Source: an optimization exercise on an open RTL-to-GDS flow (aim: small area). Production flows keep margins and buffers that such runs may drop.
Only simulation tests tie the RTL to the original design; equivalence was not proved.

## constraint.sdc

```tcl
create_clock -name core_clock -period 12.0 [get_ports {clk}]
set_input_delay 2.4000 -clock core_clock [delete_from_list [all_inputs] [get_ports {clk}]]
set_output_delay 2.4000 -clock core_clock [all_outputs]
set_load 0.01 [all_outputs]
```

## run.sh

```bash
#!/bin/bash
# synth_recipe.tcl (not shown) runs the flow's synth.tcl, then flattens the netlist and writes it again
# the make line also repeats each setting of config.mk as NAME=value (left out here)
make -C /OpenROAD-flow-scripts/flow DESIGN_CONFIG=/design/flow/config.mk WORK_HOME=/design/flow/orfs CLKGATE_MAP_FILE= SYNTH_SCRIPT=/design/flow/synth_recipe.tcl finish
```

## config.mk

```make
export PLATFORM = sky130hd
export DESIGN_NAME = calc_top
export DESIGN_NICKNAME = calc_top
export VERILOG_FILES = /design/flow/design.v
export SDC_FILE = /design/flow/constraint.sdc
export NUM_CORES = 4
export LEC_CHECK = 0
export ABC_AREA = 1
export CAP_MARGIN = 20
export CORE_MARGIN = 2
export CORE_UTILIZATION = 65
export SLEW_MARGIN = 20
export SYNTH_HIERARCHICAL = 1
```

## design.v

```verilog
module hex2seg (
   input [3:0] number,            
   output reg [6:0] pattern );    
   always @ (number)
      case(number)
         4'h0:  pattern = 7'b0000001;   
         4'h1:  pattern = 7'b1001111;   
         4'h2:  pattern = 7'b0010010;
         4'h3:  pattern = 7'b0000110;
         4'h4:  pattern = 7'b1001100;
         4'h5:  pattern = 7'b0100100;
         4'h6:  pattern = 7'b0100000;
         4'h7:  pattern = 7'b0001111;
         4'h8:  pattern = 7'b0000000;
         4'h9:  pattern = 7'b0000100;
         4'hA:  pattern = 7'b0001000;
         4'hB:  pattern = 7'b1100000;
         4'hC:  pattern = 7'b0110001;
         4'hD:  pattern = 7'b1000010;
         4'hE:  pattern = 7'b0110000;
         4'hF:  pattern = 7'b0111000;   
      endcase   
endmodule 
`timescale 1ns / 1ps
module DisplayInterface(
    input clock,
    input reset,
    input [15:0] value,
    input [3:0] points,
    output [7:0] segment,
    output reg [7:0] digit
    );
    wire [3:0] h0, h1, h2, h3;
    reg [9:0] count10;
    reg [1:0] count2;
    reg [3:0] hex_value;
    reg point_marker;
    wire [6:0] hex_pattern;
    assign h0 = value [3:0];
    assign h1 = value [7:4];
    assign h2 = value [11:8];
    assign h3 = value [15:12];
    always @ (posedge clock)
        begin
        if (reset) count10 <= 10'b0;
        else count10 <= (count10 + 10'b1);
        end
    always @ (posedge clock)
        begin
          if (reset) count2 <= 2'b0;
          else if (count10 == 10'b0) count2 <= (count2 + 2'b1);
        end
    always @ (h0, h1, h2, h3, count2)
        case (count2)
          2'b00: hex_value = h0;
          2'b01: hex_value = h1;
          2'b10: hex_value = h2;
          2'b11: hex_value = h3;
        endcase
    always @ (count2)
        case (count2)
          2'b00: digit = 8'b11111110;
          2'b01: digit = 8'b11111101;
          2'b10: digit = 8'b11111011;
          2'b11: digit = 8'b11110111;
        endcase
    always @ (points, count2)
        case (count2)
          2'b00: point_marker = points[0];
          2'b01: point_marker = points[1];
          2'b10: point_marker = points[2];
          2'b11: point_marker = points[3];
        endcase
    hex2seg part_seg(.number(hex_value), .pattern(hex_pattern));
    assign segment = {hex_pattern, ~(point_marker)};
endmodule
module myCalc(
    input clk,
    input rst,
    input [4:0] keycode,
    input newkey,
    output [15:0] Xdisplay,
    output LED_NEG_digit,
    output LED_OVW
    );
    reg [16:0] X, Y;
    reg [1:0] OP;
    wire b1 = Y[0];
    wire b2 = Y[1] & ~Y[0];
    wire p3 = (X[0] & b1) ^ Y[1];
    wire p4 = ((X[1] & b1) | (X[0] & b2)) ^ Y[1];
    wire p5 = ((X[2] & b1) | (X[1] & b2)) ^ Y[1];
    wire p6 = ((X[3] & b1) | (X[2] & b2)) ^ Y[1];
    wire p7 = ((X[4] & b1) | (X[3] & b2)) ^ Y[1];
    wire p8 = ((X[5] & b1) | (X[4] & b2)) ^ Y[1];
    wire p9 = ((X[6] & b1) | (X[5] & b2)) ^ Y[1];
    wire p10 = ((X[7] & b1) | (X[6] & b2)) ^ Y[1];
    wire p11 = ((X[8] & b1) | (X[7] & b2)) ^ Y[1];
    wire p12 = ((X[9] & b1) | (X[8] & b2)) ^ Y[1];
    wire p13 = ((X[10] & b1) | (X[9] & b2)) ^ Y[1];
    wire p14 = ((X[11] & b1) | (X[10] & b2)) ^ Y[1];
    wire p15 = ((X[12] & b1) | (X[11] & b2)) ^ Y[1];
    wire p16 = ((X[13] & b1) | (X[12] & b2)) ^ Y[1];
    wire p17 = ((X[14] & b1) | (X[13] & b2)) ^ Y[1];
    wire p18 = ((X[15] & b1) | (X[14] & b2)) ^ Y[1];
    wire p19 = ((X[16] & b1) | (X[15] & b2)) ^ Y[1];
    wire p20 = ((X[16] & b1) | (X[16] & b2)) ^ Y[1];
    wire b21 = Y[2] ^ Y[1];
    wire b22 = (Y[3] & ~Y[2] & ~Y[1]) | (~Y[3] & Y[2] & Y[1]);
    wire p23 = (X[0] & b21) ^ Y[3];
    wire p24 = ((X[1] & b21) | (X[0] & b22)) ^ Y[3];
    wire p25 = ((X[2] & b21) | (X[1] & b22)) ^ Y[3];
    wire p26 = ((X[3] & b21) | (X[2] & b22)) ^ Y[3];
    wire p27 = ((X[4] & b21) | (X[3] & b22)) ^ Y[3];
    wire p28 = ((X[5] & b21) | (X[4] & b22)) ^ Y[3];
    wire p29 = ((X[6] & b21) | (X[5] & b22)) ^ Y[3];
    wire p30 = ((X[7] & b21) | (X[6] & b22)) ^ Y[3];
    wire p31 = ((X[8] & b21) | (X[7] & b22)) ^ Y[3];
    wire p32 = ((X[9] & b21) | (X[8] & b22)) ^ Y[3];
    wire p33 = ((X[10] & b21) | (X[9] & b22)) ^ Y[3];
    wire p34 = ((X[11] & b21) | (X[10] & b22)) ^ Y[3];
    wire p35 = ((X[12] & b21) | (X[11] & b22)) ^ Y[3];
    wire p36 = ((X[13] & b21) | (X[12] & b22)) ^ Y[3];
    wire p37 = ((X[14] & b21) | (X[13] & b22)) ^ Y[3];
    wire p38 = ((X[15] & b21) | (X[14] & b22)) ^ Y[3];
    wire b39 = Y[4] ^ Y[3];
    wire b40 = (Y[5] & ~Y[4] & ~Y[3]) | (~Y[5] & Y[4] & Y[3]);
    wire p41 = (X[0] & b39) ^ Y[5];
    wire p42 = ((X[1] & b39) | (X[0] & b40)) ^ Y[5];
    wire p43 = ((X[2] & b39) | (X[1] & b40)) ^ Y[5];
    wire p44 = ((X[3] & b39) | (X[2] & b40)) ^ Y[5];
    wire p45 = ((X[4] & b39) | (X[3] & b40)) ^ Y[5];
    wire p46 = ((X[5] & b39) | (X[4] & b40)) ^ Y[5];
    wire p47 = ((X[6] & b39) | (X[5] & b40)) ^ Y[5];
    wire p48 = ((X[7] & b39) | (X[6] & b40)) ^ Y[5];
    wire p49 = ((X[8] & b39) | (X[7] & b40)) ^ Y[5];
    wire p50 = ((X[9] & b39) | (X[8] & b40)) ^ Y[5];
    wire p51 = ((X[10] & b39) | (X[9] & b40)) ^ Y[5];
    wire p52 = ((X[11] & b39) | (X[10] & b40)) ^ Y[5];
    wire p53 = ((X[12] & b39) | (X[11] & b40)) ^ Y[5];
    wire p54 = ((X[13] & b39) | (X[12] & b40)) ^ Y[5];
    wire b55 = Y[6] ^ Y[5];
    wire b56 = (Y[7] & ~Y[6] & ~Y[5]) | (~Y[7] & Y[6] & Y[5]);
    wire p57 = (X[0] & b55) ^ Y[7];
    wire p58 = ((X[1] & b55) | (X[0] & b56)) ^ Y[7];
    wire p59 = ((X[2] & b55) | (X[1] & b56)) ^ Y[7];
    wire p60 = ((X[3] & b55) | (X[2] & b56)) ^ Y[7];
    wire p61 = ((X[4] & b55) | (X[3] & b56)) ^ Y[7];
    wire p62 = ((X[5] & b55) | (X[4] & b56)) ^ Y[7];
    wire p63 = ((X[6] & b55) | (X[5] & b56)) ^ Y[7];
    wire p64 = ((X[7] & b55) | (X[6] & b56)) ^ Y[7];
    wire p65 = ((X[8] & b55) | (X[7] & b56)) ^ Y[7];
    wire p66 = ((X[9] & b55) | (X[8] & b56)) ^ Y[7];
    wire p67 = ((X[10] & b55) | (X[9] & b56)) ^ Y[7];
    wire p68 = ((X[11] & b55) | (X[10] & b56)) ^ Y[7];
    wire b69 = Y[8] ^ Y[7];
    wire b70 = (Y[9] & ~Y[8] & ~Y[7]) | (~Y[9] & Y[8] & Y[7]);
    wire p71 = (X[0] & b69) ^ Y[9];
    wire p72 = ((X[1] & b69) | (X[0] & b70)) ^ Y[9];
    wire p73 = ((X[2] & b69) | (X[1] & b70)) ^ Y[9];
    wire p74 = ((X[3] & b69) | (X[2] & b70)) ^ Y[9];
    wire p75 = ((X[4] & b69) | (X[3] & b70)) ^ Y[9];
    wire p76 = ((X[5] & b69) | (X[4] & b70)) ^ Y[9];
    wire p77 = ((X[6] & b69) | (X[5] & b70)) ^ Y[9];
    wire p78 = ((X[7] & b69) | (X[6] & b70)) ^ Y[9];
    wire p79 = ((X[8] & b69) | (X[7] & b70)) ^ Y[9];
    wire p80 = ((X[9] & b69) | (X[8] & b70)) ^ Y[9];
    wire b81 = Y[10] ^ Y[9];
    wire b82 = (Y[11] & ~Y[10] & ~Y[9]) | (~Y[11] & Y[10] & Y[9]);
    wire p83 = (X[0] & b81) ^ Y[11];
    wire p84 = ((X[1] & b81) | (X[0] & b82)) ^ Y[11];
    wire p85 = ((X[2] & b81) | (X[1] & b82)) ^ Y[11];
    wire p86 = ((X[3] & b81) | (X[2] & b82)) ^ Y[11];
    wire p87 = ((X[4] & b81) | (X[3] & b82)) ^ Y[11];
    wire p88 = ((X[5] & b81) | (X[4] & b82)) ^ Y[11];
    wire p89 = ((X[6] & b81) | (X[5] & b82)) ^ Y[11];
    wire p90 = ((X[7] & b81) | (X[6] & b82)) ^ Y[11];
    wire b91 = Y[12] ^ Y[11];
    wire b92 = (Y[13] & ~Y[12] & ~Y[11]) | (~Y[13] & Y[12] & Y[11]);
    wire p93 = (X[0] & b91) ^ Y[13];
    wire p94 = ((X[1] & b91) | (X[0] & b92)) ^ Y[13];
    wire p95 = ((X[2] & b91) | (X[1] & b92)) ^ Y[13];
    wire p96 = ((X[3] & b91) | (X[2] & b92)) ^ Y[13];
    wire p97 = ((X[4] & b91) | (X[3] & b92)) ^ Y[13];
    wire p98 = ((X[5] & b91) | (X[4] & b92)) ^ Y[13];
    wire b99 = Y[14] ^ Y[13];
    wire b100 = (Y[15] & ~Y[14] & ~Y[13]) | (~Y[15] & Y[14] & Y[13]);
    wire p101 = (X[0] & b99) ^ Y[15];
    wire p102 = ((X[1] & b99) | (X[0] & b100)) ^ Y[15];
    wire p103 = ((X[2] & b99) | (X[1] & b100)) ^ Y[15];
    wire p104 = ((X[3] & b99) | (X[2] & b100)) ^ Y[15];
    wire b105 = Y[16] ^ Y[15];
    wire b106 = (Y[16] & ~Y[16] & ~Y[15]) | (~Y[16] & Y[16] & Y[15]);
    wire p107 = (X[0] & b105) ^ Y[16];
    wire p108 = ((X[1] & b105) | (X[0] & b106)) ^ Y[16];
    wire s109, c109;
    ha u109 (Y[1], p3, s109, c109);
    wire s110, c110;
    ha u110 (p4, c109, s110, c110);
    wire s111, c111;
    fa u111 (Y[3], p5, p23, s111, c111);
    wire s112, c112;
    ha u112 (c110, s111, s112, c112);
    wire s113, c113;
    fa u113 (p6, p24, c111, s113, c113);
    wire s114, c114;
    ha u114 (c112, s113, s114, c114);
    wire s115, c115;
    fa u115 (Y[5], p7, p25, s115, c115);
    wire s116, c116;
    fa u116 (p41, s115, c113, s116, c116);
    wire s117, c117;
    ha u117 (c114, s116, s117, c117);
    wire s118, c118;
    fa u118 (p8, p26, p42, s118, c118);
    wire s119, c119;
    fa u119 (c115, s118, c116, s119, c119);
    wire s120, c120;
    ha u120 (c117, s119, s120, c120);
    wire s121, c121;
    fa u121 (Y[7], p9, p27, s121, c121);
    wire s122, c122;
    fa u122 (p43, p57, c118, s122, c122);
    wire s123, c123;
    fa u123 (s121, s122, c119, s123, c123);
    wire s124, c124;
    ha u124 (c120, s123, s124, c124);
    wire s125, c125;
    fa u125 (p10, p28, p44, s125, c125);
    wire s126, c126;
    fa u126 (p58, c121, s125, s126, c126);
    wire s127, c127;
    fa u127 (c122, s126, c123, s127, c127);
    wire s128, c128;
    ha u128 (c124, s127, s128, c128);
    wire s129, c129;
    fa u129 (Y[9], p11, p29, s129, c129);
    wire s130, c130;
    fa u130 (p45, p59, p71, s130, c130);
    wire s131, c131;
    fa u131 (c125, s129, s130, s131, c131);
    wire s132, c132;
    fa u132 (c126, s131, c127, s132, c132);
    wire s133, c133;
    ha u133 (c128, s132, s133, c133);
    wire s134, c134;
    fa u134 (p12, p30, p46, s134, c134);
    wire s135, c135;
    fa u135 (p60, p72, c129, s135, c135);
    wire s136, c136;
    fa u136 (c130, s134, s135, s136, c136);
    wire s137, c137;
    fa u137 (c131, s136, c132, s137, c137);
    wire s138, c138;
    ha u138 (c133, s137, s138, c138);
    wire s139, c139;
    fa u139 (Y[11], p13, p31, s139, c139);
    wire s140, c140;
    fa u140 (p47, p61, p73, s140, c140);
    wire s141, c141;
    fa u141 (p83, c134, s139, s141, c141);
    wire s142, c142;
    fa u142 (s140, c135, s141, s142, c142);
    wire s143, c143;
    fa u143 (c136, s142, c137, s143, c143);
    wire s144, c144;
    ha u144 (c138, s143, s144, c144);
    wire s145, c145;
    fa u145 (p14, p32, p48, s145, c145);
    wire s146, c146;
    fa u146 (p62, p74, p84, s146, c146);
    wire s147, c147;
    fa u147 (c139, c140, s145, s147, c147);
    wire s148, c148;
    fa u148 (s146, c141, s147, s148, c148);
    wire s149, c149;
    fa u149 (c142, s148, c143, s149, c149);
    wire s150, c150;
    ha u150 (c144, s149, s150, c150);
    wire s151, c151;
    fa u151 (Y[13], p15, p33, s151, c151);
    wire s152, c152;
    fa u152 (p49, p63, p75, s152, c152);
    wire s153, c153;
    fa u153 (p85, p93, c145, s153, c153);
    wire s154, c154;
    fa u154 (c146, s151, s152, s154, c154);
    wire s155, c155;
    fa u155 (s153, c147, s154, s155, c155);
    wire s156, c156;
    fa u156 (c148, s155, c149, s156, c156);
    wire s157, c157;
    ha u157 (c150, s156, s157, c157);
    wire s158, c158;
    fa u158 (p16, p34, p50, s158, c158);
    wire s159, c159;
    fa u159 (p64, p76, p86, s159, c159);
    wire s160, c160;
    fa u160 (p94, c151, c152, s160, c160);
    wire s161, c161;
    fa u161 (s158, s159, c153, s161, c161);
    wire s162, c162;
    fa u162 (s160, c154, s161, s162, c162);
    wire s163, c163;
    fa u163 (c155, s162, c156, s163, c163);
    wire s164, c164;
    ha u164 (c157, s163, s164, c164);
    wire s165, c165;
    fa u165 (Y[15], p17, p35, s165, c165);
    wire s166, c166;
    fa u166 (p51, p65, p77, s166, c166);
    wire s167, c167;
    fa u167 (p87, p95, p101, s167, c167);
    wire s168, c168;
    fa u168 (c158, c159, s165, s168, c168);
    wire s169, c169;
    fa u169 (s166, s167, c160, s169, c169);
    wire s170, c170;
    fa u170 (s168, c161, s169, s170, c170);
    wire s171, c171;
    fa u171 (c162, s170, c163, s171, c171);
    wire s172, c172;
    ha u172 (c164, s171, s172, c172);
    wire s173, c173;
    fa u173 (p18, p36, p52, s173, c173);
    wire s174, c174;
    fa u174 (p66, p78, p88, s174, c174);
    wire s175, c175;
    fa u175 (p96, p102, c165, s175, c175);
    wire s176, c176;
    fa u176 (c166, c167, s173, s176, c176);
    wire s177, c177;
    fa u177 (s174, s175, c168, s177, c177);
    wire s178, c178;
    fa u178 (s176, c169, s177, s178, c178);
    wire s179, c179;
    fa u179 (c170, s178, c171, s179, c179);
    wire s180, c180;
    ha u180 (c172, s179, s180, c180);
    wire s181, c181;
    fa u181 (Y[16], p19, p37, s181, c181);
    wire s182, c182;
    fa u182 (p53, p67, p79, s182, c182);
    wire s183, c183;
    fa u183 (p89, p97, p103, s183, c183);
    wire s184, c184;
    fa u184 (p107, c173, c174, s184, c184);
    wire s185, c185;
    fa u185 (s181, s182, s183, s185, c185);
    wire s186, c186;
    fa u186 (c175, s184, c176, s186, c186);
    wire s187, c187;
    fa u187 (s185, c177, s186, s187, c187);
    wire s188, c188;
    fa u188 (c178, s187, c179, s188, c188);
    wire s189, c189;
    ha u189 (c180, s188, s189, c189);
    wire x190 = p20 ^ p38;
    wire x191 = p54 ^ p68;
    wire x192 = p80 ^ p90;
    wire x193 = p98 ^ p104;
    wire x194 = p108 ^ x190;
    wire x195 = x191 ^ x192;
    wire x196 = x193 ^ c181;
    wire x197 = c182 ^ c183;
    wire x198 = x194 ^ x195;
    wire x199 = x196 ^ x197;
    wire x200 = x198 ^ c184;
    wire x201 = c185 ^ x199;
    wire x202 = x200 ^ x201;
    wire x203 = c186 ^ x202;
    wire x204 = x203 ^ c187;
    wire x205 = x204 ^ c188;
    wire x206 = c189 ^ x205;
    wire q207 = X[0] & X[1];
    wire q208 = X[0] & X[2];
    wire q209 = X[0] & X[3];
    wire q210 = X[1] & X[2];
    wire q211 = X[0] & X[4];
    wire q212 = X[1] & X[3];
    wire q213 = X[0] & X[5];
    wire q214 = X[1] & X[4];
    wire q215 = X[2] & X[3];
    wire q216 = X[0] & X[6];
    wire q217 = X[1] & X[5];
    wire q218 = X[2] & X[4];
    wire q219 = X[0] & X[7];
    wire q220 = X[1] & X[6];
    wire q221 = X[2] & X[5];
    wire q222 = X[3] & X[4];
    wire q223 = X[0] & X[8];
    wire q224 = X[1] & X[7];
    wire q225 = X[2] & X[6];
    wire q226 = X[3] & X[5];
    wire q227 = X[0] & X[9];
    wire q228 = X[1] & X[8];
    wire q229 = X[2] & X[7];
    wire q230 = X[3] & X[6];
    wire q231 = X[4] & X[5];
    wire q232 = X[0] & X[10];
    wire q233 = X[1] & X[9];
    wire q234 = X[2] & X[8];
    wire q235 = X[3] & X[7];
    wire q236 = X[4] & X[6];
    wire q237 = X[0] & X[11];
    wire q238 = X[1] & X[10];
    wire q239 = X[2] & X[9];
    wire q240 = X[3] & X[8];
    wire q241 = X[4] & X[7];
    wire q242 = X[5] & X[6];
    wire q243 = X[0] & X[12];
    wire q244 = X[1] & X[11];
    wire q245 = X[2] & X[10];
    wire q246 = X[3] & X[9];
    wire q247 = X[4] & X[8];
    wire q248 = X[5] & X[7];
    wire q249 = X[0] & X[13];
    wire q250 = X[1] & X[12];
    wire q251 = X[2] & X[11];
    wire q252 = X[3] & X[10];
    wire q253 = X[4] & X[9];
    wire q254 = X[5] & X[8];
    wire q255 = X[6] & X[7];
    wire q256 = X[0] & X[14];
    wire q257 = X[1] & X[13];
    wire q258 = X[2] & X[12];
    wire q259 = X[3] & X[11];
    wire q260 = X[4] & X[10];
    wire q261 = X[5] & X[9];
    wire q262 = X[6] & X[8];
    wire q263 = X[0] & X[15];
    wire q264 = X[1] & X[14];
    wire q265 = X[2] & X[13];
    wire q266 = X[3] & X[12];
    wire q267 = X[4] & X[11];
    wire q268 = X[5] & X[10];
    wire q269 = X[6] & X[9];
    wire q270 = X[7] & X[8];
    wire q271 = X[0] & X[16];
    wire q272 = X[1] & X[15];
    wire q273 = X[2] & X[14];
    wire q274 = X[3] & X[13];
    wire q275 = X[4] & X[12];
    wire q276 = X[5] & X[11];
    wire q277 = X[6] & X[10];
    wire q278 = X[7] & X[9];
    wire s279, c279;
    ha u279 (X[1], q207, s279, c279);
    wire s280, c280;
    ha u280 (q208, c279, s280, c280);
    wire s281, c281;
    fa u281 (X[2], q209, q210, s281, c281);
    wire s282, c282;
    ha u282 (c280, s281, s282, c282);
    wire s283, c283;
    fa u283 (q211, q212, c281, s283, c283);
    wire s284, c284;
    ha u284 (c282, s283, s284, c284);
    wire s285, c285;
    fa u285 (X[3], q213, q214, s285, c285);
    wire s286, c286;
    fa u286 (q215, s285, c283, s286, c286);
    wire s287, c287;
    ha u287 (c284, s286, s287, c287);
    wire s288, c288;
    fa u288 (q216, q217, q218, s288, c288);
    wire s289, c289;
    fa u289 (c285, s288, c286, s289, c289);
    wire s290, c290;
    ha u290 (c287, s289, s290, c290);
    wire s291, c291;
    fa u291 (X[4], q219, q220, s291, c291);
    wire s292, c292;
    fa u292 (q221, q222, c288, s292, c292);
    wire s293, c293;
    fa u293 (s291, s292, c289, s293, c293);
    wire s294, c294;
    ha u294 (c290, s293, s294, c294);
    wire s295, c295;
    fa u295 (q223, q224, q225, s295, c295);
    wire s296, c296;
    fa u296 (q226, c291, s295, s296, c296);
    wire s297, c297;
    fa u297 (c292, s296, c293, s297, c297);
    wire s298, c298;
    ha u298 (c294, s297, s298, c298);
    wire s299, c299;
    fa u299 (X[5], q227, q228, s299, c299);
    wire s300, c300;
    fa u300 (q229, q230, q231, s300, c300);
    wire s301, c301;
    fa u301 (c295, s299, s300, s301, c301);
    wire s302, c302;
    fa u302 (c296, s301, c297, s302, c302);
    wire s303, c303;
    ha u303 (c298, s302, s303, c303);
    wire s304, c304;
    fa u304 (q232, q233, q234, s304, c304);
    wire s305, c305;
    fa u305 (q235, q236, c299, s305, c305);
    wire s306, c306;
    fa u306 (c300, s304, s305, s306, c306);
    wire s307, c307;
    fa u307 (c301, s306, c302, s307, c307);
    wire s308, c308;
    ha u308 (c303, s307, s308, c308);
    wire s309, c309;
    fa u309 (X[6], q237, q238, s309, c309);
    wire s310, c310;
    fa u310 (q239, q240, q241, s310, c310);
    wire s311, c311;
    fa u311 (q242, c304, s309, s311, c311);
    wire s312, c312;
    fa u312 (s310, c305, s311, s312, c312);
    wire s313, c313;
    fa u313 (c306, s312, c307, s313, c313);
    wire s314, c314;
    ha u314 (c308, s313, s314, c314);
    wire s315, c315;
    fa u315 (q243, q244, q245, s315, c315);
    wire s316, c316;
    fa u316 (q246, q247, q248, s316, c316);
    wire s317, c317;
    fa u317 (c309, c310, s315, s317, c317);
    wire s318, c318;
    fa u318 (s316, c311, s317, s318, c318);
    wire s319, c319;
    fa u319 (c312, s318, c313, s319, c319);
    wire s320, c320;
    ha u320 (c314, s319, s320, c320);
    wire s321, c321;
    fa u321 (X[7], q249, q250, s321, c321);
    wire s322, c322;
    fa u322 (q251, q252, q253, s322, c322);
    wire s323, c323;
    fa u323 (q254, q255, c315, s323, c323);
    wire s324, c324;
    fa u324 (c316, s321, s322, s324, c324);
    wire s325, c325;
    fa u325 (s323, c317, s324, s325, c325);
    wire s326, c326;
    fa u326 (c318, s325, c319, s326, c326);
    wire s327, c327;
    ha u327 (c320, s326, s327, c327);
    wire s328, c328;
    fa u328 (q256, q257, q258, s328, c328);
    wire s329, c329;
    fa u329 (q259, q260, q261, s329, c329);
    wire s330, c330;
    fa u330 (q262, c321, c322, s330, c330);
    wire s331, c331;
    fa u331 (s328, s329, c323, s331, c331);
    wire s332, c332;
    fa u332 (s330, c324, s331, s332, c332);
    wire s333, c333;
    fa u333 (c325, s332, c326, s333, c333);
    wire s334, c334;
    ha u334 (c327, s333, s334, c334);
    wire s335, c335;
    fa u335 (X[8], q263, q264, s335, c335);
    wire s336, c336;
    fa u336 (q265, q266, q267, s336, c336);
    wire s337, c337;
    fa u337 (q268, q269, q270, s337, c337);
    wire s338, c338;
    fa u338 (c328, c329, s335, s338, c338);
    wire s339, c339;
    fa u339 (s336, s337, c330, s339, c339);
    wire s340, c340;
    fa u340 (s338, c331, s339, s340, c340);
    wire s341, c341;
    fa u341 (c332, s340, c333, s341, c341);
    wire s342, c342;
    ha u342 (c334, s341, s342, c342);
    wire x343 = q271 ^ q272;
    wire x344 = q273 ^ q274;
    wire x345 = q275 ^ q276;
    wire x346 = q277 ^ q278;
    wire x347 = x343 ^ x344;
    wire x348 = x345 ^ x346;
    wire x349 = c335 ^ c336;
    wire x350 = c337 ^ x347;
    wire x351 = x348 ^ x349;
    wire x352 = x350 ^ c338;
    wire x353 = x351 ^ x352;
    wire x354 = c339 ^ x353;
    wire x355 = x354 ^ c340;
    wire x356 = x355 ^ c341;
    wire x357 = c342 ^ x356;
    wire a358 = X[0] ^ ~OP[0];
    wire a359 = X[1] ^ ~OP[0];
    wire a360 = X[2] ^ ~OP[0];
    wire a361 = X[3] ^ ~OP[0];
    wire a362 = X[4] ^ ~OP[0];
    wire a363 = X[5] ^ ~OP[0];
    wire a364 = X[6] ^ ~OP[0];
    wire a365 = X[7] ^ ~OP[0];
    wire a366 = X[8] ^ ~OP[0];
    wire a367 = X[9] ^ ~OP[0];
    wire a368 = X[10] ^ ~OP[0];
    wire a369 = X[11] ^ ~OP[0];
    wire a370 = X[12] ^ ~OP[0];
    wire a371 = X[13] ^ ~OP[0];
    wire a372 = X[14] ^ ~OP[0];
    wire a373 = X[15] ^ ~OP[0];
    wire a374 = X[16] ^ ~OP[0];
    wire a375 = X[16] ^ ~OP[0];
    wire s376, c376;
    fa u376 (Y[0], ~OP[0], a358, s376, c376);
    wire s377, c377;
    fa u377 (Y[1], a359, c376, s377, c377);
    wire s378, c378;
    fa u378 (Y[2], a360, c377, s378, c378);
    wire s379, c379;
    fa u379 (Y[3], a361, c378, s379, c379);
    wire s380, c380;
    fa u380 (Y[4], a362, c379, s380, c380);
    wire s381, c381;
    fa u381 (Y[5], a363, c380, s381, c381);
    wire s382, c382;
    fa u382 (Y[6], a364, c381, s382, c382);
    wire s383, c383;
    fa u383 (Y[7], a365, c382, s383, c383);
    wire s384, c384;
    fa u384 (Y[8], a366, c383, s384, c384);
    wire s385, c385;
    fa u385 (Y[9], a367, c384, s385, c385);
    wire s386, c386;
    fa u386 (Y[10], a368, c385, s386, c386);
    wire s387, c387;
    fa u387 (Y[11], a369, c386, s387, c387);
    wire s388, c388;
    fa u388 (Y[12], a370, c387, s388, c388);
    wire s389, c389;
    fa u389 (Y[13], a371, c388, s389, c389);
    wire s390, c390;
    fa u390 (Y[14], a372, c389, s390, c390);
    wire s391, c391;
    fa u391 (Y[15], a373, c390, s391, c391);
    wire s392, c392;
    fa u392 (Y[16], a374, c391, s392, c392);
    wire x393 = Y[16] ^ a375;
    wire x394 = x393 ^ c392;
    wire g395 = X[1] ^ X[0];
    wire o396 = X[0] | X[1];
    wire g397 = X[2] ^ o396;
    wire o398 = o396 | X[2];
    wire g399 = X[3] ^ o398;
    wire o400 = o398 | X[3];
    wire g401 = X[4] ^ o400;
    wire o402 = o400 | X[4];
    wire g403 = X[5] ^ o402;
    wire o404 = o402 | X[5];
    wire g405 = X[6] ^ o404;
    wire o406 = o404 | X[6];
    wire g407 = X[7] ^ o406;
    wire o408 = o406 | X[7];
    wire g409 = X[8] ^ o408;
    wire o410 = o408 | X[8];
    wire g411 = X[9] ^ o410;
    wire o412 = o410 | X[9];
    wire g413 = X[10] ^ o412;
    wire o414 = o412 | X[10];
    wire g415 = X[11] ^ o414;
    wire o416 = o414 | X[11];
    wire g417 = X[12] ^ o416;
    wire o418 = o416 | X[12];
    wire g419 = X[13] ^ o418;
    wire o420 = o418 | X[13];
    wire g421 = X[14] ^ o420;
    wire o422 = o420 | X[14];
    wire g423 = X[15] ^ o422;
    wire o424 = o422 | X[15];
    wire g425 = X[16] ^ o424;
    wire [17:0] P = {x206, s189, s180, s172, s164, s157, s150, s144, s138, s133, s128, s124, s120, s117, s114, s112, s110, s109};    
    wire [17:0] S = {x357, s342, s334, s327, s320, s314, s308, s303, s298, s294, s290, s287, s284, s282, s280, s279, 1'b0, X[0]};    
    wire [17:0] A = {x394, s392, s391, s390, s389, s388, s387, s386, s385, s384, s383, s382, s381, s380, s379, s378, s377, s376};    
    wire [16:0] N = {g425, g423, g421, g419, g417, g415, g413, g411, g409, g407, g405, g403, g401, g399, g397, g395, X[0]};    
    wire k_digit = newkey & keycode[4];
    wire k_op    = newkey & (keycode[4:2] == 3'b010);
    wire k_ce    = newkey & (keycode == 5'b01100);
    wire k_ca    = newkey & (keycode == 5'b00100);
    wire k_eq    = newkey & (keycode == 5'b00011);
    wire k_sqr   = newkey & (keycode == 5'b00001);
    wire k_neg   = newkey & (keycode == 5'b00010);
    wire op_mul = (OP == 2'b01);
    reg [16:0] nextX;
    always @* begin
        if (k_digit)                  nextX = {X[12:0], keycode[3:0]};
        else if (k_op | k_ce | k_ca)  nextX = 17'b0;
        else if (k_eq & OP[1])        nextX = A[16:0];
        else if (k_eq & op_mul)       nextX = P[16:0];
        else if (k_sqr)               nextX = S[16:0];
        else if (k_neg)               nextX = N;
        else                          nextX = X;
    end
    always @(posedge clk or posedge rst)
        if (rst) X <= 17'b0;
        else X <= nextX;
    always @(posedge clk or posedge rst)
        if (rst) begin
            Y <= 17'b0;
            OP <= 2'b0;
        end else if (k_op) begin
            Y <= X;
            OP <= keycode[1:0];
        end else if (k_ca) begin
            Y <= 17'b0;
            OP <= 2'b0;
        end
    assign Xdisplay = X[15:0];
    assign LED_NEG_digit = X[16];
    assign LED_OVW = (OP[1] & A[17]) | (op_mul & P[17]) | (k_sqr & S[17]);
endmodule
module fa(input a, input b, input c, output s, output co);
    assign s = a ^ b ^ c;
    assign co = (a & b) | (a & c) | (b & c);
endmodule
module ha(input a, input b, output s, output co);
    assign s = a ^ b;
    assign co = a & b;
endmodule
module calc_top(
        input clk,               
        input rst,               
        input [4:0] keycode,     
        input newkey,            
        output [15:0] calcOut,   
        output [7:0] digit,      
        output [7:0] segment,    
        output NEG_LED,
        output OVW_LED
        );
	myCalc calculator (
        .clk (clk),
        .rst (rst),
        .keycode (keycode),
        .newkey (newkey),
        .Xdisplay (calcOut),
        .LED_NEG_digit(NEG_LED),
        .LED_OVW(OVW_LED)
        );
	DisplayInterface display (
	       .clock(clk),
	       .reset(rst),
	       .value(calcOut),
	       .points(4'b0000),
		   .digit(digit),
		   .segment(segment)
		   );
endmodule
```

==> run summary, run 1 <==
Status: complete, no violations
Synthesized flop and latch total: 48
Sequential element share of the synthesized area: 12.3%
Worst Path Max Fanout: 14
Synth area leaders: fa_1, nand2_1, dfrtp_1, xor2_1, ha_1
Starting Density: 66.6%
CP Launch Type: flip-flop
R2R Path Start: calculator.OP[0]$_DFFE_PP0P_
Tmin final: 11.52 ns
Most frequent CP cell: fa_1
Fin nets: 1376
Core Area: 13900 um^2
Final Hold Fails: 0
Layout area overhead: 6.77%
Fill cells: 1173
Ports: 42
Most common cell in the netlist: nand2_1
Area share of the largest cell type after synthesis: 28.1%
Hold Crit Class: reg2reg
Routed Antenna Nets: 0
Via/cell ratio: 6.01
Commonest cells in the netlist: nand2_1, inv_1, fa_1
Worst-Skew Late Latency: 0.31 ns
Initial antenna violation count: 0
Total track usage: 36.8%
Remaining DRCs: 0
Fin util: 71.1%
Pre-Repair DR Iteration Count: 5
Critical Path Sink Type: primary output
CTS Buffer Depth: 2
Port Buffer Count: 37
Max Cap Viol: 0
Initial DRC Count: 783
Global-route wire length before repair: 42700 um
Crit. Startpoint: calculator.Y[1]$_DFFE_PP0P_
Hold Crit Start: display.count10[0]$_SDFF_PP0_
WS Path Type: reg2out
Vias: 8159
EDFF count, synth: 0
Placer Congestion: 0.947
Final setup viols: 0
CTS sink cnt: 48
WL per Instance: 19.3 um
Num CTS Buffers: 5
Final Slew Violations: 0
DRT Wirelength: 26200 um
Setup TNS: 0 ns
Post-CTS Hold Buffers: 0
Final worst slack: 0.485 ns
F_max: 86.8 MHz
Syn Area/Cell: 7.90 um^2
RSZ-0062 raised after global routing: no
Ys Warns: 9
Cell Count, Final, Fillers Out: 1358
Post-DP HPWL: 19500 um
Commonest register cell after synthesis: dfrtp_1
Worst Skew: 0.0149 ns
CTS clk-pin slew, worst paths: 0.08 ns
CTS H-tree lvls: 2
Antenna cell count: 0
Share of layout cells above drive strength 1: 5.01%
Least-Margin Pin Slew: 0.934 ns
Post-synth cell types: 47
Die X-Extent: 123 um
Asr flop ratio synth: 75.0%
CP max-delay cell: dfrtp_2
Grt ovf: 0
Die height: 123 um
Largest net degree at the start of global routing: 37
Synthesized cell area: 9280 um^2
Placed cells: 1347
CTS root buf: clkbuf_16
Final Cycle Share: 96.0%
Slowest cell delay on critical path: 0.54 ns
Setup WS pre-CTS: 0.669 ns
Post-synth top area cell: fa_1
Critical Path RT: 9.60 ns
Die area: 15200 um^2
Synthesized netlist cell count: 1174
Site Rows: 43
Vias in the first global route: 8114
CTS tree: built
Worst EP arrival: 9.12 ns
Rel. slew slack: 37.5%
[kinds of logic (layout without fill, tap and decap cells)]
group                    after synthesis  count (layout)  synth area share, %
AO/OA/AOI/OAI                        182             182                 12.0
AND/OR/NAND/NOR                      405             405                 18.5
XOR/XNOR                             116             116                 11.0
other                                  2               8               0.0810
adder cells (fa/ha/maj)              191             191                 36.3
buffers and inverters                230             228                 9.86
flip-flops                            48              48                 12.3
[state kept, by name, indices dropped and copies added (netlist names)]
register,count
calculator.X,17
calculator.Y,17
display.count10,10
calculator.OP,2
display.count2,2
[Yosys stat by module, one instance, submodules excluded]
| module | copies in the design | flip-flops and latches | cell area, um^2 | cells |
|---|---|---|---|---|
| fa | 130 | 0 | 20.0 | 1 |
| hex2seg | 1 | 0 | 280 | 52 |
| ha | 32 | 0 | 12.5 | 1 |
| myCalc | 1 | 36 | 5200 | 840 |
| DisplayInterface | 1 | 12 | 791 | 119 |
| calc_top | 1 | 0 | 3.75 | 1 |
[metrics by stage]
step	area [um^2]	hold WS, ns
6_report	9900	0.492
3_3_place_gp	9730	0.479
2_1_floorplan	9300	0.459
5_1_grt	9900	0.520
4_1_cts	9870	0.499
3_5_place_dp	9730	0.482
[layout by cell type, fill, tap and decap left out, drive strengths merged, types with 5 or more instances in the layout]
master,Yosys,final
a21oi,18,18
a31oi,7,7
buf,29,21
clkbuf,39,5
clkdlybuf4s50,0,37
clkinv,7,8
conb,2,8
dfrtp,36,36
dfxtp,12,12
fa,130,130
ha,61,61
inv,155,156
nand2,268,268
nand3,41,41
nor2,75,75
o2111ai,8,8
o21ai,49,49
o221ai,7,7
o22ai,87,87
or2,9,9
xnor2,27,27
xor2,89,89
[metal layers]
metal | GRT usage, % | part of all wire, % | wire [um]
met5 | 0 | 0 | 0
met4 | 11.2 | 3.0 | 786
met3 | 8.90 | 11 | 2960
met2 | 55.2 | 44 | 11500
met1 | 52.8 | 42 | 10900
[worst max-delay path, delay by kind of cell, from the launching register on]
| kind | cells | cell delay, ns |
|---|---|---|
| simple gates | 14 | 1.05 |
| buf+inv | 6 | 1.18 |
| fa+ha+maj | 14 | 5.69 |
| xor+xnor | 1 | 0.21 |
| flops | 1 | 0.54 |
| compound gates | 1 | 0.14 |
[layout make-up]
| cell class | count | area (um^2) | share of cell area [%] |
|---|---|---|---|
| Inverter | 162 | 616 | 6.22 |
| Tap cell | 180 | 225 | 2.27 |
| Timing Repair Buffer | 58 | 528 | 5.33 |
| Clock buffer | 5 | 125 | 1.26 |
| Sequential cell | 48 | 1140 | 11.5 |
| Clock inverter | 3 | 22.5 | 0.227 |
| Multi-Input combinational cell | 902 | 7240 | 73.2 |
[timing repair]
action | CTS | global route
gates resized for setup | 0 | 3
buffers inserted | 0 | 3
setup endpoints to repair | 0 | 1
[final timing paths]
path,to,slack (ns),depth (start not counted)
setup / recovery,OVW_LED,0.48,36
hold / removal,display.count10[0]$_SDFF_PP0_,0.49,1
max in group asynchronous,calculator.Y[1]$_DFFE_PP0P_,8.88,3
hold reg to reg,display.count10[0]$_SDFF_PP0_,0.49,1
min in group asynchronous,calculator.Y[0]$_DFFE_PP0P_,2.74,3
setup reg to reg,calculator.X[16]$_DFFE_PP0P_,3.63,24
==> inputs of run 2 (changes only) <==
==> flow/run.sh (new file) <==
#!/bin/bash
# Standard synthesis, then the combinational logic re-mapped for area
# (flow/post.ys), then the standard layout from floorplan to finish.
set -euo pipefail
W=$(pwd)
R=$W/orfs/results/$FLOW_PLATFORM/calc_top/base
LIB=$FLOW_HOME/platforms/$FLOW_PLATFORM/lib/sky130_fd_sc_hd__tt_025C_1v80.lib
bash standard.sh synth > $W/synth.log 2>&1
cp $R/1_2_yosys.v $W/std_synth.v
sed -e "s#@LIB@#$LIB#g" -e "s#@IN@#$W/std_synth.v#" -e "s#@OUT@#$R/1_2_yosys.v#" -e "s#@W@#$W#" \
    flow/post.ys > $W/post_run.ys
yosys -s $W/post_run.ys > $W/post_yosys.log 2>&1
bash standard.sh > $W/layout.log 2>&1
==> flow/post.ys (new file) <==
# Re-map the standard synthesis netlist: every combinational cell except the
# full adders is turned back into logic and mapped again by ABC for area, as
# one flat netlist. Registers, full adders and tie cells are kept as they are.
read_liberty -ignore_miss_func -ignore_miss_dir @LIB@
read_verilog @IN@
hierarchy -top calc_top
setattr -mod -set keep_hierarchy 1 sky130_fd_sc_hd__fa_* sky130_fd_sc_hd__df* sky130_fd_sc_hd__conb_1
flatten
select -module calc_top
opt -fast
abc -liberty @LIB@ -dont_use sky130_fd_sc_hd__lpflow_bleeder_1 -dont_use sky130_fd_sc_hd__lpflow_clkbufkapwr_1 -dont_use sky130_fd_sc_hd__lpflow_clkbufkapwr_16 -dont_use sky130_fd_sc_hd__lpflow_clkbufkapwr_2 -dont_use sky130_fd_sc_hd__lpflow_clkbufkapwr_4 -dont_use sky130_fd_sc_hd__lpflow_clkbufkapwr_8 -dont_use sky130_fd_sc_hd__lpflow_clkinvkapwr_1 -dont_use sky130_fd_sc_hd__lpflow_clkinvkapwr_16 -dont_use sky130_fd_sc_hd__lpflow_clkinvkapwr_2 -dont_use sky130_fd_sc_hd__lpflow_clkinvkapwr_4 -dont_use sky130_fd_sc_hd__lpflow_clkinvkapwr_8 -dont_use sky130_fd_sc_hd__lpflow_decapkapwr_12 -dont_use sky130_fd_sc_hd__lpflow_decapkapwr_3 -dont_use sky130_fd_sc_hd__lpflow_decapkapwr_4 -dont_use sky130_fd_sc_hd__lpflow_decapkapwr_6 -dont_use sky130_fd_sc_hd__lpflow_decapkapwr_8 -dont_use sky130_fd_sc_hd__lpflow_inputiso0n_1 -dont_use sky130_fd_sc_hd__lpflow_inputiso0p_1 -dont_use sky130_fd_sc_hd__lpflow_inputiso1n_1 -dont_use sky130_fd_sc_hd__lpflow_inputiso1p_1 -dont_use sky130_fd_sc_hd__lpflow_inputisolatch_1 -dont_use sky130_fd_sc_hd__lpflow_isobufsrc_1 -dont_use sky130_fd_sc_hd__lpflow_isobufsrc_16 -dont_use sky130_fd_sc_hd__lpflow_isobufsrc_2 -dont_use sky130_fd_sc_hd__lpflow_isobufsrc_4 -dont_use sky130_fd_sc_hd__lpflow_isobufsrc_8 -dont_use sky130_fd_sc_hd__lpflow_isobufsrckapwr_16 -dont_use sky130_fd_sc_hd__lpflow_lsbuf_lh_hl_isowell_tap_1 -dont_use sky130_fd_sc_hd__lpflow_lsbuf_lh_hl_isowell_tap_2 -dont_use sky130_fd_sc_hd__lpflow_lsbuf_lh_hl_isowell_tap_4 -dont_use sky130_fd_sc_hd__lpflow_lsbuf_lh_isowell_4 -dont_use sky130_fd_sc_hd__lpflow_lsbuf_lh_isowell_tap_1 -dont_use sky130_fd_sc_hd__lpflow_lsbuf_lh_isowell_tap_2 -dont_use sky130_fd_sc_hd__lpflow_lsbuf_lh_isowell_tap_4 -dont_use sky130_fd_sc_hd__probe_p_8 -dont_use sky130_fd_sc_hd__probec_p_8  -script "+strash; dch -f; amap; topo"
opt_clean -purge
hilomap -singleton -hicell sky130_fd_sc_hd__conb_1 HI -locell sky130_fd_sc_hd__conb_1 LO
splitnets
opt_clean -purge
select -clear
tee -o @W@/post_stat.txt stat -liberty @LIB@
select calc_top
write_verilog -noattr -noexpr -nohex -nodec -selected @OUT@
==> standard.sh (new file) <==
#!/bin/bash
# synth_recipe.tcl (not shown) runs the flow's synth.tcl, then flattens the netlist and writes it again
# the make line also repeats each setting of config.mk as NAME=value (left out here)
make -C /OpenROAD-flow-scripts/flow DESIGN_CONFIG=/design/flow/config.mk WORK_HOME=/design/flow/orfs CLKGATE_MAP_FILE= SYNTH_SCRIPT=/design/flow/synth_recipe.tcl "${@:-finish}"
removed: run.sh
==> run 2 against run 1 <==
Net effect:
- register-to-register slack lost 0.37 ns
- critical path type unchanged
- final cell count shrank 11%
- global-route usage grew 5.0 points
- first-iteration DRC count grew 32%
- via count grew 4.1%
- synthesized area shrank 16%
- critical path depth shrank 9
- clock-buffer cell count grew 2
- maximum frequency is essentially flat
- sequential share of layout area grew 1.5 points
==> run summary, run 2 <==
Ports: 42 (unchanged)
CTS root buf: clkbuf_16
Hold Crit Class: reg2reg
Final worst slack: 0.493 ns (+0.00835 ns)
Worst EP arrival: 9.11 ns (about the same)
Setup WS pre-CTS: 0.431 ns (-0.238 ns)
Final Cycle Share: 95.9% (about the same)
CTS tree: built
Least-Margin Pin Slew: 1.04 ns (+0.110 ns)
Busiest grt layer: met2
Grt ovf: 0 (unchanged)
Die X-Extent: 113 um (-8.3%)
Status: complete, no violations
Worst Skew: 0.00373 ns (-0.0112 ns)
Global-route wire length before repair: 41500 um (-2.9%)
Total track usage: 41.7% (+5.0 points)
Vias: 8495 (+4.1%)
Setup TNS: 0 ns (unchanged)
Fill cells: 870 (-26%)
CP Launch Type: flip-flop
Largest net degree at the start of global routing: 37 (unchanged)
Ys Warns: 9 (unchanged)
Synthesized cell area: 7750 um^2 (-16%)
GR Util met3: 6.37% (-2.5 points)
Largest regs: calculator.X x17, calculator.Y x17, display.count10 x10
F_max: 86.9 MHz (about the same)
DP Area: 8610 um^2 (-12%)
Core Area: 11500 um^2 (-17%)
Rel. slew slack: 30.1% (-7.4 points)
Via/cell ratio: 6.99 (+16%)
WS Path Type: reg2out
Syn Area/Cell: 7.85 um^2 (-0.67%)
CTS sink cnt: 48 (unchanged)
Final setup viols: 0 (unchanged)
Most common cell after layout, fill and taps aside: nor2_1
Tmin final: 11.51 ns (-0.00835 ns)
Final Hold Fails: 0 (unchanged)
CTS clk-pin slew, worst paths: 0.07 ns (about the same)
Routed Antenna Nets: 0 (unchanged)
RSZ-0062 raised after global routing: no
Met1 global-route usage: 56.4% (+3.6 points)
Antenna cell count: 0 (unchanged)
Met2 Usage GRT: 66.1% (+11 points)
WL per Instance: 21.5 um (+11%)
Initial DRC Count: 1037 (+32%)
Initial antenna violation count: 0 (unchanged)
Most frequent cells in the layout: nor2_1, o22ai_1, fa_1, nand2_1, o21ai_0
Post-DP HPWL: 18800 um (-3.6%)
Num CTS Buffers: 5 (unchanged)
Vias in the first global route: 8056 (-0.71%)
DRT Wirelength: 26100 um (-0.46%)
Pre-Repair DR Iteration Count: 17 (+12)
Site Rows: 39 (-9.3%)
Fin nets: 1209 (-12%)
Placer Congestion: 0.969 (+2.3%)
Synthesized netlist cell count: 988 (-16%)
Port Buffer Count: 36 (-2.7%)
Final Slew Violations: 0 (unchanged)
Remaining DRCs: 0 (unchanged)
Worst-Skew Late Latency: 0.29 ns (-0.02 ns)
Share of layout cells above drive strength 1: 4.66% (-0.34 points)
Critical Path Sink Type: primary output
CTS Buffer Depth: 2 (unchanged)
Critical Path RT: 9.60 ns (about the same)
Max Cap Viol: 0 (unchanged)
Worst Path Max Fanout: 20 (+6)
Starting Density: 67.3% (+0.77 points)
Die height: 113 um (-8.3%)
Die area: 12800 um^2 (-16%)
CTS H-tree lvls: 2 (unchanged)
Multi-input gate area: 6420 um^2 (-11%)
FF+latch area: 1140 um^2 (+0.11%)
Layout area overhead: 13.2%
Post-route cell area: 8770 um^2 (-11%)
## run 2: area by class of cell
type                    instances  area share (%)
inverters                      62            2.65
well taps                     143            2.04
clock inverters                 1          0.0570
multi-input cells             881            73.2
repair buffers                 73            7.30
clock buffers                   7            1.75
flip-flops and latches         48            13.0
## run 2: routing by layer
metal | wire length (um) | vias to the layer above
li1 | - | 3762
met1 | 9490 | 3928
met2 | 11900 | 652
met3 | 3160 | 153
met4 | 1490 | 0
met5 | 0 | -
## run 2: path summary, 6_finish.rpt
kind	from	end	slack (ns)	cells past startpoint
max	calculator.X[0]$_DFFE_PP0P_	OVW_LED	0.49	27
min	display.count10[0]$_SDFF_PP0_	display.count10[0]$_SDFF_PP0_	0.45	1
max reg2reg	calculator.X[0]$_DFFE_PP0P_	calculator.X[16]$_DFFE_PP0P_	3.26	25
min reg2reg	display.count10[0]$_SDFF_PP0_	display.count10[0]$_SDFF_PP0_	0.45	1
max in group asynchronous	rst	calculator.Y[1]$_DFFE_PP0P_	8.74	3
min in group asynchronous	rst	calculator.Y[14]$_DFFE_PP0P_	2.86	3
## run 2: repair_timing
action	4_1_cts	5_1_grt
gates resized for setup	0	4
hold buffers	0	0
setup endpoints to repair	0	1
buffers inserted	0	0
## run 2: through the flow
stage	std cells	hold slack (ns)	util [%]
5_1_grt	1215	0.489	76.2
3_3_place_gp	1207	0.416	74.7
3_5_place_dp	1207	0.452	74.7
2_1_floorplan	991	0.402	-
4_1_cts	1215	0.466	76.1
6_report	1215	0.452	76.2
## run 2: worst max-delay path: stages (launching register included)
cell	delay (ns)
dfrtp_1	0.36
buf_4	0.18
clkinv_1	0.08
buf_4	0.32
o22ai_1	0.17
fa_1	0.41
fa_1	0.41
fa_1	0.42
fa_1	0.42
fa_1	0.39
fa_1	0.41
fa_1	0.40
fa_1	0.39
fa_1	0.40
fa_1	0.40
fa_1	0.40
fa_1	0.40
fa_1	0.41
fa_1	0.41
fa_1	0.41
fa_1	0.40
fa_1	0.41
nor2_1	0.11
a21oi_1	0.07
nor2_1	0.09
a21oi_1	0.05
o221ai_1	0.27
dlymetal6s2s_1	0.21

-- separate check: timing with driven ports --
The flow's constraints put no driver on any port. The routed layouts listed below were extracted and timed again, unchanged, in two steps.
Step 1: set_driving_cell puts a clkbuf_16 on clk and a buf_2 on each other input, an assumption about the parent block.
Step 2, shift: input delay + t, output delay - t, t = (earliest + latest rising clock arrival at the registers) / 2. This alone moves slack from input paths to output paths.
Three values: no drivers, after step 1, after step 2; two values: the first two.
run | t, ns | setup slack, ns | pins driven straight from the clock port
run 1 | 0.340 | 0.485 / 0.445 / 0.784 | 1
run 2 | 0.334 | 0.493 / 0.451 / 0.785 | 1
After both steps every run listed still meets setup and hold.
